What follows belongs to an exercise in optimizing a design on an open flow for small area; a production flow would make more cautious choices.
In this exercise RTL edits were held to simulation tests only and were not proved equivalent to the original.
No activity file was given, so power comes from the tool's default toggle rates.

--- flow/run.sh ---
#!/bin/bash
# synth_recipe.tcl (not shown) runs the flow's synth.tcl, then flattens the netlist and writes it again
# the make line also repeats each setting of config.mk as NAME=value (left out here)
make -C /OpenROAD-flow-scripts/flow DESIGN_CONFIG=/design/flow/config.mk WORK_HOME=/design/flow/orfs CLKGATE_MAP_FILE= SYNTH_SCRIPT=/design/flow/synth_recipe.tcl finish
--- flow/config.mk ---
export PLATFORM = sky130hd
export DESIGN_NAME = top_iq_demod
export DESIGN_NICKNAME = top_iq_demod
export VERILOG_FILES = /design/flow/design.v
export SDC_FILE = /design/flow/constraint.sdc
export NUM_CORES = 4
export LEC_CHECK = 0
export ABC_AREA = 1
export CAP_MARGIN = 20
export CORE_MARGIN = 2
export CORE_UTILIZATION = 40
export SLEW_MARGIN = 20
--- flow/constraint.sdc ---
create_clock -name core_clock -period 13.0 [get_ports {clk}]
set_input_delay 2.6000 -clock core_clock [delete_from_list [all_inputs] [get_ports {clk}]]
set_output_delay 2.6000 -clock core_clock [all_outputs]
set_load 0.01 [all_outputs]
--- flow/design.v ---
module mux # (parameter SIZE = 8) (
	input logic [SIZE - 1 : 0] in_0, in_1, in_2, in_3, in_4, in_5, in_6, in_7, in_8, in_9,
	input logic [2:0] sel,
	output logic [SIZE - 1 : 0] out1, out2
);
	always_comb
	begin
		unique case (sel)
			0 : begin
				out1 = in_0;
				out2 = in_1;
			end
			1: begin
				out1 = in_2;
				out2 = in_3;	
			end
			2: begin
				out1 = in_4;
				out2 = in_5;
			end
			3: begin
				out1 = in_6;
				out2 = in_7;
			end
			4: begin
				out1 = in_8;
				out2 = in_9;
			end
			default: begin
				out1 = 0;
				out2 = 0;
			end
		endcase
	end
endmodule
module ADD_LOOKAHEAD # (
	parameter SIZE = 8
) (
	input wire [SIZE - 1 : 0] A,
	input wire [SIZE - 1 : 0] B,
	output logic [SIZE - 1 : 0] S
);
	wire [SIZE : 0] carries;
	logic [SIZE - 1 : 0] p_and;
	logic [SIZE - 1 : 0] p_xor;
	assign p_and = A & B;
	assign p_xor = A ^ B;
	assign carries[0] = 0;
	genvar i;
	generate
		for(i = 1; i < SIZE + 1; i++)
		begin
			assign carries[i] = p_and[i - 1] || (p_xor[i - 1] && carries[i - 1]);
		end 
	endgenerate
	assign S = p_xor ^ carries[SIZE - 1 : 0];
endmodule
module MULT_LOOKAHEAD # (
	parameter SIZE = 8
) (
	input wire [SIZE - 1 : 0] A,
	input wire [SIZE - 1 : 0] B,
	output logic [SIZE * 2 - 1 : 0] S,
	input wire clk,
	input wire resetn
);
	logic [SIZE - 1 : 0] register [SIZE : 0];
	logic [SIZE - 1 : 0] register_pipe [SIZE * 2: SIZE];
	logic [SIZE - 1 : 0] S_pipe;
	logic [SIZE - 1 : 0] A_pipe;
	logic B_pipe;
	assign register[0] = {SIZE {1'b0}};
	always @(posedge clk, negedge resetn)
	begin
		if(~resetn)
		begin
			register_pipe[SIZE] <= 0;
			A_pipe <= 0;
			B_pipe <= 0;
			S[SIZE - 1 : 0] <= 0;
		end
		else
		begin
			register_pipe[SIZE] <= register[SIZE];
			S[SIZE - 1 : 0] <= S_pipe[SIZE - 1 : 0];
			A_pipe <= A;
			B_pipe <= B[SIZE - 1];
		end
	end
	genvar i;
	generate
		for(i = 0; i < SIZE; i++)
		begin
			ADD_LOOKAHEAD # (.SIZE(SIZE + 1)) adder (
				.A({A[SIZE - 1], A[SIZE - 1 : 0]} & (B[i] ? {SIZE + 1 {1'b1}} : {SIZE{1'b0}})),
				.B({register[i][SIZE - 1], register[i][SIZE - 1 : 0]}),
				.S({register[i + 1][SIZE - 1 : 0], S_pipe[i]})
			);
		end		
		for(i = SIZE; i < SIZE * 2; i++)
		begin
			ADD_LOOKAHEAD # (.SIZE(SIZE + 1)) adder (
				.A({A_pipe[SIZE - 1], A_pipe[SIZE - 1 : 0]} & (B_pipe ? {SIZE + 1 {1'b1}} : {SIZE{1'b0}})),
				.B({register_pipe[i][SIZE - 1], register_pipe[i][SIZE - 1 : 0]}),
				.S({register_pipe[i + 1][SIZE - 1 : 0], S[i]})
			);
		end
	endgenerate
endmodule
module fsm (
  input  logic       clk,                
  input  logic       resetn,              
  output logic signed [1:0] cosine_out,        
  output logic signed [1:0] sine_out
);
logic [2:0] counter;
typedef enum  {
  INIT, ONE, TWO, THREE, FOUR
   } fsm_t;
  fsm_t current_state, next_state;
always_ff @(posedge clk, negedge resetn)
begin
     if(~resetn) begin
	current_state <= INIT;
	counter <= 0;
     end
     else if (counter==4) begin
	current_state <= next_state;
	counter <= 0;
	end
     else
	counter <= counter + 1;
end
always_comb
	begin
	     unique case(current_state)
		INIT:
		     begin
			sine_out = 0;
			cosine_out = 1;
			next_state = ONE;
			end
		ONE:
		     begin
			cosine_out = 0;
			sine_out = 1;
			next_state = TWO;
			end
		TWO:
		     begin
			cosine_out = -1;
			sine_out = 0;
			next_state = THREE;
		     end
		THREE:
		     begin
			cosine_out = 0;
			sine_out = -1;
			next_state = FOUR;
		     end
		FOUR:
		     begin
			cosine_out = 1;
			sine_out = 0;
			next_state = ONE;
		     end
		default :
			begin
			sine_out = 0;
			cosine_out = 1;
			next_state = INIT;
			end
		endcase
	end
endmodule
module shift_register_20 (
  input  logic                       clk,            
  input  logic                       reset,          
  input  logic                [4:0] data_in,        
  input  logic                       data_shift_en,  
  output  logic                 [2:0] cpt_shift,  
  output logic                 [4:0] data_out0, data_out1,  data_out2,  data_out3,  data_out4,  data_out5,  data_out6,  data_out7,  data_out8,  data_out9, data_out10, data_out11,  data_out12,  data_out13,  data_out14,  data_out15,  data_out16,  data_out17,  data_out18,  data_out19         
);
always_ff @(posedge clk, negedge reset) begin  
  if      (~reset)         begin  
                            data_out19<=10'b0;
			    data_out18<=10'b0;
                            data_out17<=10'b0;
			    data_out16<=10'b0;
                            data_out15<=10'b0;
			    data_out14<=10'b0;
                            data_out13<=10'b0;
			    data_out12<=10'b0;
                            data_out11<=10'b0;
			    data_out10<=10'b0;
                            data_out9<=10'b0;
			    data_out8<=10'b0;
                            data_out7<=10'b0;
			    data_out6<=10'b0;
                            data_out5<=10'b0;
			    data_out4<=10'b0;
                            data_out3<=10'b0;
			    data_out2<=10'b0;
                            data_out1<=10'b0;
			    data_out0<=10'b0;
			    cpt_shift<=3'b0;
			  end  
  else if ((data_shift_en) && ((cpt_shift == 3'b100))) begin  
		       data_out19<=data_out18;
		       data_out18<=data_out17;
		       data_out17<=data_out16;
		       data_out16<=data_out15;
		       data_out15<=data_out14;
		       data_out14<=data_out13;
		       data_out13<=data_out12;
	   	       data_out12<=data_out11;
		       data_out11<=data_out10;
		       data_out10<=data_out9;
		       data_out9<=data_out8;
		       data_out8<=data_out7;
		       data_out7<=data_out6;
		       data_out6<=data_out5;
		       data_out5<=data_out4;
		       data_out4<=data_out3;
		       data_out3<=data_out2;
	   	       data_out2<=data_out1;
		       data_out1<=data_out0;
		       data_out0<=data_in;
		       cpt_shift<=3'b0;
		         	     		    end 
 else cpt_shift<=cpt_shift+1;			   
end  
endmodule
module enable
	(input logic clk,
	input logic resetn,
	input logic ADC_rdy,
	output logic demod_rdy);
typedef enum {IDLE,S_ENABLE,WAIT}fsm_valid;
fsm_valid next_state_valid, current_state_valid;
always_ff @(posedge clk, negedge resetn)
	begin
		if(~resetn) begin
			current_state_valid <= IDLE;
		end
		else
		begin
			current_state_valid <= next_state_valid;
		end
	end  
always_comb
	begin
	unique case(current_state_valid)
		IDLE: 
			begin
				if (~ADC_rdy)
					next_state_valid <= IDLE;
				else 
					next_state_valid <= S_ENABLE;
			end
		S_ENABLE: 
		     	begin
				next_state_valid <= WAIT; 
			end
		WAIT: 
		     	begin
				if (ADC_rdy)
 					next_state_valid <= WAIT; 
				else
					next_state_valid <= IDLE; 
			end
		default:
			begin
				next_state_valid <= IDLE;
			end
		endcase
	end  
	assign demod_rdy = (current_state_valid == S_ENABLE) ? 1 : 0;
endmodule
module filter_20 (
	input logic clk,
	input logic resetn,
	input bit in_valid,
	input logic signed [4:0] data_in,
	output logic signed [4:0] data_out,
	output bit out_valid
);
logic signed [4:0] data_1_1, data_2_1, data_1_2, data_2_2;
logic signed [4:0] data_1_1_req, data_2_1_req, data_1_2_req, data_2_2_req;
logic signed [8:0] out_factor1, out_factor2;
logic signed [8:0] out_factor1_req, out_factor2_req;
logic signed [17:0] mult1,mult2;
logic signed [15:0] tot;
logic signed [17:0] temp, n_temp;
logic signed [5:0] sum1, sum2;
logic [2:0] sel;
logic signed [4:0] shift_reg0, shift_reg1, shift_reg2, shift_reg3, shift_reg4, shift_reg5, shift_reg6, shift_reg7, shift_reg8, shift_reg9,shift_reg10, shift_reg11, shift_reg12, shift_reg13, shift_reg14, shift_reg15, shift_reg16, shift_reg17, shift_reg18, shift_reg19;
logic [2:0] shift_count;
always @(posedge clk, negedge resetn)
begin
	if(~resetn)
	begin
		data_1_1 <= 0;
		data_2_1 <= 0;
		data_1_2 <= 0;
		data_2_2 <= 0;
		out_factor1 <= 0;
		out_factor2 <= 0;
	end
	else
	begin
		data_1_1 <= data_1_1_req;
		data_2_1 <= data_2_1_req;
		data_1_2 <= data_1_2_req;
		data_2_2 <= data_2_2_req;
		out_factor1 <= out_factor1_req;
		out_factor2 <= out_factor2_req;
	end
end
mux # (.SIZE(5)) data_reg1 (.in_0(shift_reg0),
	    .in_1(shift_reg1),
	    .in_2(shift_reg2),
	    .in_3(shift_reg3),
	    .in_4(shift_reg4),
	    .in_5(shift_reg5),
	    .in_6(shift_reg6),
	    .in_7(shift_reg7),
	    .in_8(shift_reg8),
	    .in_9(shift_reg9),
	    .sel(sel),
	    .out1(data_1_1_req),
	    .out2(data_2_1_req)
);
mux # (.SIZE(5)) data_reg2 (.in_0(shift_reg19),
	    .in_1(shift_reg18),
	    .in_2(shift_reg17),
	    .in_3(shift_reg16),
	    .in_4(shift_reg15),
	    .in_5(shift_reg14),
	    .in_6(shift_reg13),
	    .in_7(shift_reg12),
	    .in_8(shift_reg11),
	    .in_9(shift_reg10),
	    .sel(sel),
	    .out1(data_1_2_req),
	    .out2(data_2_2_req)
);
mux # (.SIZE(9)) factor (
	    .in_0(9'h001),
	    .in_1(9'h1F7),
	    .in_2(9'h1FE),
	    .in_3(9'h00D),
	    .in_4(9'h00E),
	    .in_5(9'h1F2),
	    .in_6(9'h1D9),
	    .in_7(9'h1FD),
	    .in_8(9'h063),
	    .in_9(9'h0C1),
	    .sel(sel),
	    .out1(out_factor1_req),
	    .out2(out_factor2_req)
);
shift_register_20 shift_r (.clk(clk),
			.reset(resetn),
			.data_in(data_in),
			.data_shift_en(in_valid),
			.data_out0(shift_reg0),
			.data_out1(shift_reg1),
			.data_out2(shift_reg2),
			.data_out3(shift_reg3),
			.data_out4(shift_reg4),
			.data_out5(shift_reg5),
			.data_out6(shift_reg6),
			.data_out7(shift_reg7),
			.data_out8(shift_reg8),
			.data_out9(shift_reg9),
			.data_out10(shift_reg10),
			.data_out11(shift_reg11),
			.data_out12(shift_reg12),
			.data_out13(shift_reg13),
			.data_out14(shift_reg14),
			.data_out15(shift_reg15),
			.data_out16(shift_reg16),
			.data_out17(shift_reg17),
			.data_out18(shift_reg18),
			.data_out19(shift_reg19),
			.cpt_shift(shift_count)
);
typedef enum  {
  INIT, ZERO, ONE, TWO, THREE, FOUR
   } fsm_t;
fsm_t current_state, next_state;
 always_ff @(posedge clk, negedge resetn)
	begin
	     if(~resetn) begin
		current_state <= INIT;
		out_valid <= 0;
		data_out <= 'b0;
		temp <= 'b0;
	     end
	     else 
		begin
			if (shift_count == 3'b010) begin 
				data_out <= temp[13:9];
				temp <= tot;
				out_valid <= 1'b1;
			end
			else begin
				temp <= n_temp;
				out_valid <= 1'b0;
			end
		current_state <= next_state;
		end
	end 
ADD_LOOKAHEAD #(.SIZE(18)) temp_adder (
		.A(temp),
		.B({tot[15] ? 2'b11 : 2'b00, tot}),
		.S(n_temp)
	);
always_comb
	begin
	     case(current_state)
		INIT:
		    begin
			sel = 3'b000;
			next_state = ZERO;
		    end
		ZERO:
		     begin
			sel = 3'b000;
			next_state = ONE;
			end
		ONE:
		     begin
			sel = 3'b001;
			next_state = TWO;			
			end
		TWO:
		     begin
			sel = 3'b010;
			next_state = THREE;		
			end
		THREE:
		     begin
			sel = 3'b011;
			next_state = FOUR;
			end
		FOUR:
		     begin
			sel = 3'b100;
			next_state = ZERO;
			end
		default:
			begin
			sel = 3'b100;
			next_state = ZERO;
			end
		endcase
	end
	ADD_LOOKAHEAD #(.SIZE(6)) sum1_adder (
		.A({data_1_1[4], data_1_1}),
		.B({data_2_1[4], data_2_1}),
		.S(sum1[5:0])
	);
	ADD_LOOKAHEAD #(.SIZE(6)) sum2_adder (
		.A({data_1_2[4], data_1_2}),
		.B({data_2_2[4], data_2_2}),
		.S(sum2[5:0])
	);
	MULT_LOOKAHEAD #(.SIZE(9)) mult1_multiplier (
		.A(out_factor1),
		.B({sum1[5] ? 3'b111 : 3'b000, sum1}),
		.S(mult1[17:0]),
		.clk(clk),
		.resetn(resetn)
	);
	MULT_LOOKAHEAD #(.SIZE(9)) mult2_multiplier (
		.A(out_factor2),
		.B({sum2[5] ? 3'b111 : 3'b000, sum2}),
		.S(mult2[17:0]),
		.clk(clk),
		.resetn(resetn)
	);
	ADD_LOOKAHEAD #(.SIZE(16)) tot_adder (
		.A({mult1[14], mult1[14:0]}),
		.B({mult2[14], mult2[14:0]}),
		.S(tot[15:0])
	);
endmodule
module demodulation(
	input logic clk,
	input logic resetn,
	input bit ADC_rdy,
	input logic signed [4:0] I_IF,
	input logic signed [4:0] Q_IF,
	input logic signed [1:0] sine_in,
	input logic signed [1:0] cosine_in,
	output logic signed [4:0] I_BB, 
	output logic signed [4:0] Q_BB,
	output bit demod_rdy
);
	logic signed [6:0] I_BB_f;
	logic signed [6:0] Q_BB_f;
	logic signed [6:0] IS;
	logic signed [6:0] IC;
	logic signed [6:0] QS;
	logic signed [6:0] QC;
	enable validation(	.clk(clk),
				.resetn(resetn),
				.ADC_rdy(ADC_rdy),
				.demod_rdy(demod_rdy)
	);
	always_comb
	begin
		unique case (sine_in)
			-2:
			begin
				IS <= 0;
				QS <= 0;
			end
			-1:
			begin
				IS <= -I_IF;
				QS <= -Q_IF;
			end
			0:
			begin
				IS <= 0;
				QS <= 0;
			end
			1:
			begin
				IS <= I_IF;
				QS <= Q_IF;
			end
			default:
			begin
				IS <= 0;
				QS <= 0;
			end
		endcase
		unique case (cosine_in)
			-2:
			begin
				IC <= 0;
				QC <= 0;
			end
			-1:
			begin
				IC <= -I_IF;
				QC <= -Q_IF;
			end
			0:
			begin
				IC <= 0;
				QC <= 0;
			end
			1:
			begin
				IC <= I_IF;
				QC <= Q_IF;
			end
			default:
			begin
				IC <= 0;
				QC <= 0;
			end
		endcase
	end  
	assign I_BB_f = (IC + QS) * -1;
	assign Q_BB_f = (QC - IS) * -1;
	assign I_BB[4:0] = I_BB_f[4:0];  
	assign Q_BB[4:0] = Q_BB_f[4:0];
endmodule
module top_iq_demod(
	input logic clk,
	input logic resetn,
	input bit ADC_rdy_i,  
	input logic signed [4:0] I_IF,
	input logic signed [4:0] Q_IF,
	output bit demod_iq_valid,  
	output logic signed [4:0] I_BB,
	output logic signed [4:0] Q_BB
);
logic signed [4:0] I_BB_IN, Q_BB_IN;
logic signed [1:0] sine_IN, cosine_IN; 
bit  filter_en, valid_out_I, valid_out_Q;  
demodulation demod(
	.clk(clk),
	.resetn(resetn),
	.ADC_rdy(ADC_rdy_i),
	.I_IF(I_IF),
	.Q_IF(Q_IF),
	.sine_in(sine_IN),
	.cosine_in(cosine_IN),
	.I_BB(I_BB_IN),
	.Q_BB(Q_BB_IN),
	.demod_rdy(filter_en)
);
filter_20 filtre_I (
	.clk(clk),
	.resetn(resetn),
	.in_valid(filter_en),
	.data_in(I_BB_IN),
	.data_out(I_BB),
	.out_valid(valid_out_I)
);
filter_20 filtre_Q (
	.clk(clk),
	.resetn(resetn),
	.in_valid(filter_en),
	.data_in(Q_BB_IN),
	.data_out(Q_BB),
	.out_valid(valid_out_Q)
);
fsm gen_sin(
	.clk(clk),                
  	.resetn(resetn),              
	.cosine_out(cosine_IN),        
  	.sine_out(sine_IN)
	);
always_comb
begin
	if (valid_out_I && valid_out_Q) begin
	for (integer i = 0; i < 100; i++)begin  
	demod_iq_valid = 1;
	end
	end 
	else demod_iq_valid = 0;
end
endmodule
==> run summary <==
[power by group]
group | internal, mW | switching [mW] | leakage, nW
logic | 0.521 | 0.756 | 7.19
clock network | 0.796 | 0.523 | 0.769
registers | 1.46 | 0.0932 | 5.29
total | 2.78 | 1.37 | 13.2
[logic make-up (layout without fill, tap and decap cells)]
logic type,Yosys count,in the layout,share of synthesized area
flip-flops,402,402,0.402
multiplexers,22,22,0.00880
adder cells (fa/ha/maj),385,385,0.285
XOR/XNOR,43,43,0.0151
buffers and inverters,689,737,0.105
AO/OA/AOI/OAI,309,309,0.0679
AND/OR/NAND/NOR,733,733,0.116
[synth_stat cells]
master,count
nand2_1,598
xnor2_1,22
mux2i_1,22
clkbuf_1,36
a21boi_0,1
nand4_1,3
o221ai_1,14
a221oi_1,7
nand3_1,55
o21ai_1,2
nor3_1,2
buf_4,1
xor2_1,21
nand2_2,3
inv_1,615
o211ai_1,5
ha_1,77
clkinv_1,2
buf_1,3
o21ai_0,195
inv_2,5
a21oi_1,40
nor2_2,5
fa_1,308
o22ai_1,43
nand3b_1,5
o21bai_1,1
nor2_4,3
buf_6,2
dfrtp_1,402
a22oi_1,1
buf_2,25
nor2_1,59
[layer usage]
metal  wire, µm  global-route usage  vias up
met5          0                   0        -
met2      21900               0.253      246
met3       1790              0.0250       68
li1           -                   -     7744
met1      20200               0.199     7953
met4        892              0.0383        0
[stage by stage]
| stage | setup WS, ns | power (mW) | hold WS [ns] | cells |
|---|---|---|---|---|
| 3_5_place_dp | 2.92 | 2.89 | 0.454 | 3386 |
| 5_1_grt | 2.41 | 4.51 | 0.494 | 3468 |
| 2_1_floorplan | 3.32 | 2.55 | 0.372 | 2583 |
| 6_report | 2.96 | 4.15 | 0.463 | 3468 |
| 3_3_place_gp | 3.05 | 2.82 | 0.443 | 3386 |
| 4_1_cts | 2.88 | 4.24 | 0.462 | 3467 |
[layout by cell type, fill, tap and decap left out, types with 7 or more instances in the layout]
| master | instances |
|---|---|
| nand2_1 | 598 |
| clkbuf_16 | 44 |
| o221ai_1 | 14 |
| fa_1 | 308 |
| nor2_1 | 59 |
| clkinv_2 | 9 |
| o22ai_1 | 43 |
| mux2i_1 | 22 |
| o21ai_0 | 195 |
| buf_4 | 8 |
| clkbuf_8 | 12 |
| nand3_1 | 52 |
| inv_1 | 614 |
| xnor2_1 | 22 |
| ha_1 | 77 |
| xor2_1 | 21 |
| clkdlybuf4s50_1 | 22 |
| a21oi_1 | 40 |
| dfrtp_1 | 402 |
| a221oi_1 | 7 |
[state kept, by name, summed over array words and instances (netlist names), 9 cells and up]
signal                       flops
filtre_Q.mult2_multiplier.S      9
filtre_I.mult1_multiplier.S      9
filtre_Q.temp                   14
filtre_Q.mult1_multiplier.S      9
filtre_I.temp                   14
filtre_I.mult2_multiplier.S      9
[path summary, 6_finish.rpt]
path	startpoint	to	slack (ns)	cells after the start
worst max-delay path	filtre_I.data_2_2[0]$_DFF_PN0_	filtre_I.mult2_multiplier.register_pipe[9][4]$_DFF_PN0_	2.96	35
worst min-delay path	filtre_I.shift_r.cpt_shift[0]$_DFF_PN0_	filtre_I.shift_r.cpt_shift[0]$_DFF_PN0_	0.46	1
worst max register to register	filtre_I.data_2_2[0]$_DFF_PN0_	filtre_I.mult2_multiplier.register_pipe[9][4]$_DFF_PN0_	2.96	35
worst min register to register	filtre_I.shift_r.cpt_shift[0]$_DFF_PN0_	filtre_I.shift_r.cpt_shift[0]$_DFF_PN0_	0.46	1
max in group asynchronous	resetn	filtre_Q.shift_r.data_out10[0]$_DFFE_PN0P_	8.79	3
min in group asynchronous	resetn	filtre_I.shift_r.data_out13[3]$_DFFE_PN0P_	2.05	1
[area by class of cell]
type                            instances  area [µm²]  area share
Multi-Input combinational cell       1492       12300       0.446
Sequential cell                       402       10100       0.363
Clock buffer                           60        1280      0.0462
Inverter                              622        2330      0.0843
Timing Repair Buffer                   34         354      0.0128
Tap cell                              837        1050      0.0378
Clock inverter                         21         285      0.0103
[critical path, delay by kind of cell, from the launching register on]
| family | cells | cell delay, ns |
|---|---|---|
| flops | 1 | 0.36 |
| xor+xnor | 3 | 0.55 |
| buf+inv | 10 | 0.63 |
| simple gates | 1 | 0.11 |
| fa+ha+maj | 21 | 8.26 |
==> run summary <==
* WL final at 44.7 mm
* Synth top area cells: dfrtp_1, fa_1, inv_1
* Slew headroom at 0.380
* Io pins at 24
* Sequential element share of the synthesized area at 0.402
* Post CTS Setup Buffer Count at 0
* Mapped Nets at 2981
* WL/cell at 12.9 µm
* # setup viols final at 0
* Die area at 64500 µm²
* Synth Cell Area at 25000 µm²
* Crit path kind: reg -> reg
* Worst Clk Skew at 0.0294 ns
* Critical Path End Type: register
* Worst stage delay on the critical path at 0.59 ns
* Overall routing resource usage at 0.149
* Core area at 61700 µm²
* Final Cell Area at 27700 µm²
* Drt first-iter violations at 1032
* Post-CTS resize count at 0
* Clk sink count at 402
* Crit Path Max Fanout at 6
* Startpoint Class: register
* Clock Tree Buf Depth at 3
* Yosys top cell area share at 0.402
* Worst path most repeated cell: fa_1
* Worst slew pin tran at 0.931 ns
* # rows at 91
* GPL Wtd Cong at 0.805
* Final HPWL from detailed placement at 32.6 mm
* Synth unique cells at 33
* Final core occ at 0.449
* H-tree depth at 2
* Die height at 254 µm
* Placed Area at 26100 µm²
* Initial antenna violation count at 0
* Fin. Hold Viols at 0
* Final Max Tran Viols at 0
* CTS root buf: clkbuf_16
* F_max at 99.6 MHz
* Starting Density at 0.405
* Largest vdd supply drop at 86.5 µV
* TNS Setup at 0 ns
* PD cells at 150 nW/µm²
* Status: complete, no violations
* Clock slew at reported path FFs at 0.06 ns
* Via total after detailed routing at 16000
* Fillers at 5856
* Min cycle time layout at 10.04 ns
* Crit-path slowest cell: fa_1
* Yosys top cell by area: dfrtp_1
* CTS Hold Buffers Added at 0
* Residual DRC at 0
* Type of the tightest min-delay check: reg -> reg
* Leak at 13.2 nW
* YS warnings at 11
* Max_cap viols at 0
* Die width at 254 µm
* Synth Area per Inst at 9.68 µm²
* Mapped Cells at 2583
* Via density at 4.62
* CTS buffer count at 44
* RSZ-0062 raised after global routing: no
* Critical path data arrival time at 10.52 ns
* Nets at 2994
* CTS tree: done
* Vias in the first global route at 16800
* Port Buffers at 23
* Worst Path Required at 13.48 ns
* Antenna cells at 0
* Global-route wire length before repair at 79.1 mm
* Worst-Skew Late Latency at 0.59 ns
* Pin count of the biggest net entering global routing at 137
* Routed Antenna Nets at 0
* DR pass1 iterations at 6
* Layout cell share with drive strength beyond 1 at 0.0410
* Grt total ovfl at 0
* Layout area overhead at 10.8%
* Fin crit share at 0.772
* Yosys reg bits at 402

==> afterwards: timing with drivers on the ports <==
How much do the figures lean on ideal ports? The routed layout below was timed once more, with nothing changed but the port constraints. Step 1, drivers: a clkbuf_16 drives clk and a buf_2 each remaining input, both assumed. Step 2 adds t to the input delays and takes it off the output delays; t is the mean of the earliest and latest rising clock arrival at the registers after step 1. Input paths then give back, and output paths get back, about the clock's delay inside the block. Three values: ideal, step 1, step 2; two values: the first two.
t (ns): 0.631
setup WS [ns]: 2.958 / 2.958 / 2.958
worst setup path at the end: register to register
worst data-port slew with drivers (ns): 0.05
After both steps this run still meets setup and hold. The setup slack of this run moves by 0.000 ns with the drivers and by 0.000 ns with both steps.
